Background: an optimization exercise with open tools, aiming at small area, a short achievable clock period and few clock cycles per item. Do not read the settings as production practice.
Only simulation tests tie the RTL to the original design; equivalence was not proved.
No activity file was given, so power comes from the tool's default toggle rates.

==> flow/design.v <==
module rng(clk, reset, o, x);
   input clk;
   input reset;
   output [127:0] o;
   output [127:0] x;
   localparam [127:0] RULE150 = 128'b00000000000000000001000000000000000000000000000000000000000000000000000000000000000000000000000100000000100000000000000000000000;
   localparam [127:0] SEED    = 128'h9e3779b97f4a7c15f39cc0605cedc835;
   reg  [127:0] s;
   assign x = {s[126:0], 1'b0} ^ {1'b0, s[127:1]};
   always @(posedge clk, posedge reset)
     if (reset) s <= SEED;
     else       s <= x ^ (s & RULE150);
   assign o = s;
endmodule
module sbox_g(a, b, m3, m4, n1, y1, y2, y3);
   input  [3:0] a;       
   input  [3:0] b;       
   input  [3:0] m3, m4;  
   input  [3:0] n1;      
   output [3:0] y1, y2, y3;
   wire [3:0] n2 = a ^ m4;
   wire [3:0] n3 = b ^ m3;
   function [3:0] H;
      input [3:0] p;
      input [3:0] q;
      reg ap, aq;
      begin
         ap = p[2] ^ p[1];
         aq = q[2] ^ q[1];
         H[3] = ap ^ p[0];
         H[2] = ap;
         H[1] = p[3] ^ p[1] ^ (ap & (p[0] ^ q[0])) ^ (aq & p[0]);
         H[0] = p[0] ^ (p[3] & (ap ^ aq)) ^ (q[3] & ap) ^
                (p[2] & (p[1] ^ q[1])) ^ (q[2] & p[1]);
      end
   endfunction
   assign y1 = H(n2, n3) ^ 4'b0111;
   assign y2 = H(n3, n1);
   assign y3 = H(n1, n2);
endmodule
module sbox_f(y1, y2, y3, a, b);
   input  [3:0] y1, y2, y3;
   output [3:0] a, b;
   function [3:0] K;
      input [3:0] p;
      input [3:0] q;
      reg t, u;
      begin
         t = p[0] ^ q[0];
         u = (p[3] & t) ^ (q[3] & p[0]);
         K[1] = p[2] ^ p[1] ^ u;
         K[3] = p[2] ^ p[1] ^ p[0] ^ u;
         K[2] = p[3] ^ (p[1] & t) ^ (q[1] & p[0]);
         K[0] = p[1] ^ (p[2] & t) ^ (q[2] & p[0]);
      end
   endfunction
   assign a = K(y3, y2);
   assign b = K(y1, y3) ^ K(y2, y1);
endmodule
module led_serial
   (
    clk,
    reset,
    keyi,
    datai,
    dataq,
    start,
    done);
   input          clk;
   input          reset;
   input  [127:0] keyi;
   input  [ 63:0] datai;
   output [ 63:0] dataq;
   input          start;
   output         done;
   wire [127:0] g, gx;
   rng u_rng (.clk(clk), .reset(reset), .o(g), .x(gx));
   reg        done_r;    
   reg        first;     
   reg        gph;       
   reg        fph;       
   reg        fin;       
   reg  [5:0] rc;        
   reg  [1:0] rs;        
   reg        ak;        
   wire go   = done_r & start;
   wire last = (rc == 6'h04);       
   wire stp  = fph & ~last & (rs == 2'h3);    
   always @(posedge clk, posedge reset)
     if (reset) begin
        done_r <= 1'b1;
        first  <= 1'b0;
        gph    <= 1'b0;
        fph    <= 1'b0;
        fin    <= 1'b0;
        rc     <= 6'h0;
        rs     <= 2'h0;
        ak     <= 1'b0;
     end else begin
        done_r <= (done_r & ~start) | fin;
        first  <= go;
        gph    <= go | (fph & ~last);
        fph    <= gph;
        fin    <= fph & last;
        ak     <= go | stp | (fph & last);
        if (go) begin
           rc <= 6'h1;
           rs <= 2'h0;
        end else if (fph) begin
           rc <= {rc[4:0], ~(rc[5] ^ rc[4])};
           rs <= rs + 2'h1;
        end
     end
   assign done = done_r;
   reg  [127:0] kr0, kr1;
   always @(posedge clk) begin
      kr0 <= done_r ? (keyi ^ g) : {kr0[119:0], kr0[127:120]};
      kr1 <= done_r ? g          : {kr1[119:0], kr1[127:120]};
   end
   reg  [63:0] s0, s1;
   wire [63:0] u0  = first ? datai : s0;
   wire [63:0] u1  = s1 & {64{~first}};
   wire [63:0] k0  = {64{ak}} & kr0[127:64];
   wire [63:0] k1  = {64{ak}} & kr1[127:64];
   wire [5:0]  rcg = gph ? rc : 6'h0;
   reg  [63:0] ac;
   always @(*) begin
      ac = 64'h0;
      ac[63-4*(0) -: 4]  = {gph, 3'b000};
      ac[63-4*(1) -: 4]  = {1'b0, rcg[5:3]};
      ac[63-4*(4) -: 4]  = {gph, 2'b00, gph};
      ac[63-4*(5) -: 4]  = {1'b0, rcg[2:0]};
      ac[63-4*(8) -: 4]  = {2'b00, gph, 1'b0};
      ac[63-4*(9) -: 4]  = {1'b0, rcg[5:3]};
      ac[63-4*(12) -: 4] = {2'b00, gph, gph};
      ac[63-4*(13) -: 4] = {1'b0, rcg[2:0]};
   end
   wire [63:0] t0  = u0 ^ k0 ^ ac;
   wire [63:0] t1  = u1 ^ k1;
   reg  [63:0] y1, y2, y3;
   wire [63:0] y1n, y2n, y3n;
   wire [63:0] f0, f1;
   genvar i;
   generate
      for (i = 0; i < 16; i = i + 1) begin : sb
         sbox_g ug (.a(t0[63-4*(i) -: 4]), .b(t1[63-4*(i) -: 4]),
                    .m4({g[8*i+0], g[8*i+1], g[8*i+4], g[8*i+5]}),
                    .m3({g[8*i+2], g[8*i+3], g[8*i+6], g[8*i+7]}),
                    .n1({gx[8*i+1], gx[8*i+2], gx[8*i+5], gx[8*i+6]}),
                    .y1(y1n[63-4*(i) -: 4]), .y2(y2n[63-4*(i) -: 4]), .y3(y3n[63-4*(i) -: 4]));
         sbox_f uf (.y1(y1[63-4*(i) -: 4]), .y2(y2[63-4*(i) -: 4]), .y3(y3[63-4*(i) -: 4]),
                    .a(f0[63-4*(i) -: 4]), .b(f1[63-4*(i) -: 4]));
      end
   endgenerate
   always @(posedge clk) begin
      y1 <= y1n;
      y2 <= y2n;
      y3 <= y3n;
   end
   function [3:0] gm2;
      input [3:0] d;
      gm2 = {d[2], d[1], d[3] ^ d[0], d[3]};
   endfunction
   function [63:0] srmc;
      input [63:0] x;
      reg [3:0] c0, c1, c2, c3, n;
      integer j, k;
      begin
         srmc = 64'h0;
         for (j = 0; j < 4; j = j + 1) begin
            c0 = x[63-4*(j) -: 4];
            c1 = x[63-4*(4 + ((j + 1) % 4)) -: 4];
            c2 = x[63-4*(8 + ((j + 2) % 4)) -: 4];
            c3 = x[63-4*(12 + ((j + 3) % 4)) -: 4];
            for (k = 0; k < 4; k = k + 1) begin
               n = gm2(gm2(c0)) ^ c1 ^ gm2(c2) ^ gm2(c3);
               c0 = c1; c1 = c2; c2 = c3; c3 = n;
            end
            srmc[63-4*(j) -: 4]      = c0;
            srmc[63-4*(4 + j) -: 4]  = c1;
            srmc[63-4*(8 + j) -: 4]  = c2;
            srmc[63-4*(12 + j) -: 4] = c3;
         end
      end
   endfunction
   always @(posedge clk) begin
      s0 <= srmc(f0);
      s1 <= srmc(f1);
   end
   reg [63:0] dq;
   always @(posedge clk)
     if (fin) dq <= t0 ^ t1;
   assign dataq = dq;
endmodule
Settings: LEC_CHECK=0, CAP_MARGIN=20, CORE_MARGIN=2, CORE_UTILIZATION=60, CTS_CLUSTER_DIAMETER=100, CTS_CLUSTER_SIZE=24, PLACE_DENSITY=0.75, SETUP_SLACK_MARGIN=2.5, SLEW_MARGIN=20; clock period 6.0 ns.
run.sh (not shown) runs the stock make flow with config.mk's settings and CLKGATE_MAP_FILE= SYNTH_SCRIPT=/design/flow/synth_recipe.tcl, a recipe that flattens the netlist after the stock synthesis.
Testbench counts at the start, summed over its fixed seeds: cycles 4,704, items 48.
==> next run, changes <==
--- a/flow/design.v
+++ b/flow/design.v
@@ -81,12 +81,11 @@
    reg        fph;       
    reg        fin;       
    reg  [5:0] rc;        
    reg  [1:0] rs;        
-   reg        ak;        
+   reg        akf;       
    wire go   = done_r & start;
    wire last = (rc == 6'h04);       
-   wire stp  = fph & ~last & (rs == 2'h3);    
    always @(posedge clk, posedge reset)
      if (reset) begin
         done_r <= 1'b1;
         first  <= 1'b0;
@@ -94,16 +93,16 @@
         fph    <= 1'b0;
         fin    <= 1'b0;
         rc     <= 6'h0;
         rs     <= 2'h0;
-        ak     <= 1'b0;
+        akf    <= 1'b0;
      end else begin
         done_r <= (done_r & ~start) | fin;
         first  <= go;
         gph    <= go | (fph & ~last);
         fph    <= gph;
         fin    <= fph & last;
-        ak     <= go | stp | (fph & last);
+        akf    <= gph & (rs == 2'h3);
         if (go) begin
            rc <= 6'h1;
            rs <= 2'h0;
         end else if (fph) begin
@@ -117,27 +116,24 @@
       kr0 <= done_r ? (keyi ^ g) : {kr0[119:0], kr0[127:120]};
       kr1 <= done_r ? g          : {kr1[119:0], kr1[127:120]};
    end
    reg  [63:0] s0, s1;
-   wire [63:0] u0  = first ? datai : s0;
-   wire [63:0] u1  = s1 & {64{~first}};
-   wire [63:0] k0  = {64{ak}} & kr0[127:64];
-   wire [63:0] k1  = {64{ak}} & kr1[127:64];
-   wire [5:0]  rcg = gph ? rc : 6'h0;
+   wire [63:0] u0  = first ? (datai ^ kr0[127:64]) : s0;
+   wire [63:0] u1  = first ? kr1[127:64]           : s1;
    reg  [63:0] ac;
    always @(*) begin
       ac = 64'h0;
-      ac[63-4*(0) -: 4]  = {gph, 3'b000};
-      ac[63-4*(1) -: 4]  = {1'b0, rcg[5:3]};
-      ac[63-4*(4) -: 4]  = {gph, 2'b00, gph};
-      ac[63-4*(5) -: 4]  = {1'b0, rcg[2:0]};
-      ac[63-4*(8) -: 4]  = {2'b00, gph, 1'b0};
-      ac[63-4*(9) -: 4]  = {1'b0, rcg[5:3]};
-      ac[63-4*(12) -: 4] = {2'b00, gph, gph};
-      ac[63-4*(13) -: 4] = {1'b0, rcg[2:0]};
+      ac[63-4*(0) -: 4]  = 4'h8;
+      ac[63-4*(1) -: 4]  = {1'b0, rc[5:3]};
+      ac[63-4*(4) -: 4]  = 4'h9;
+      ac[63-4*(5) -: 4]  = {1'b0, rc[2:0]};
+      ac[63-4*(8) -: 4]  = 4'h2;
+      ac[63-4*(9) -: 4]  = {1'b0, rc[5:3]};
+      ac[63-4*(12) -: 4] = 4'h3;
+      ac[63-4*(13) -: 4] = {1'b0, rc[2:0]};
    end
-   wire [63:0] t0  = u0 ^ k0 ^ ac;
-   wire [63:0] t1  = u1 ^ k1;
+   wire [63:0] t0  = u0 ^ ac;
+   wire [63:0] t1  = u1;
    reg  [63:0] y1, y2, y3;
    wire [63:0] y1n, y2n, y3n;
    wire [63:0] f0, f1;
    genvar i;
@@ -182,13 +178,15 @@
             srmc[63-4*(12 + j) -: 4] = c3;
          end
       end
    endfunction
+   wire [63:0] kf0 = {64{akf}} & kr0[119:56];
+   wire [63:0] kf1 = {64{akf}} & kr1[119:56];
    always @(posedge clk) begin
-      s0 <= srmc(f0);
-      s1 <= srmc(f1);
+      s0 <= srmc(f0) ^ kf0;
+      s1 <= srmc(f1) ^ kf1;
    end
    reg [63:0] dq;
    always @(posedge clk)
-     if (fin) dq <= t0 ^ t1;
+     if (fin) dq <= s0 ^ s1;
    assign dataq = dq;
 endmodule
- non-clock buffer count rises by 12
- count of clock-buffer cells in the layout falls by 1
- combinational power rises by about 7%
- core utilization rises by 0.18 points
- cell count falls by about 2%
Testbench counts after the change, summed over its fixed seeds: cycles 4,704, items 48.

port drivers added, routing unchanged:
No port has a modelled driver above. Below, the same layouts with a new extraction and two added sets of constraints. Step 1 sets driving cells, clkbuf_16 on the clock port and buf_2 on the other inputs (assumed; they add their load-dependent delay and slew). Step 2 also shifts input and output timing later by t, the mid clock arrival at the registers, as if the neighbouring blocks saw the same clock. Three values: ideal ports, drivers, drivers and shift; two values: the first two.
run	shift t [ns]	setup slack, ns	pins driven straight from the clock port
the first run	0.677	2.585 / 2.585 / 1.933	1
the second run	0.684	2.593 / 2.593 / 2.010	1
After both steps setup and hold are still met in every run listed. For the first run, which loses most, drivers alone change the setup slack by 0.000 ns; drivers and shift together by -0.652 ns.
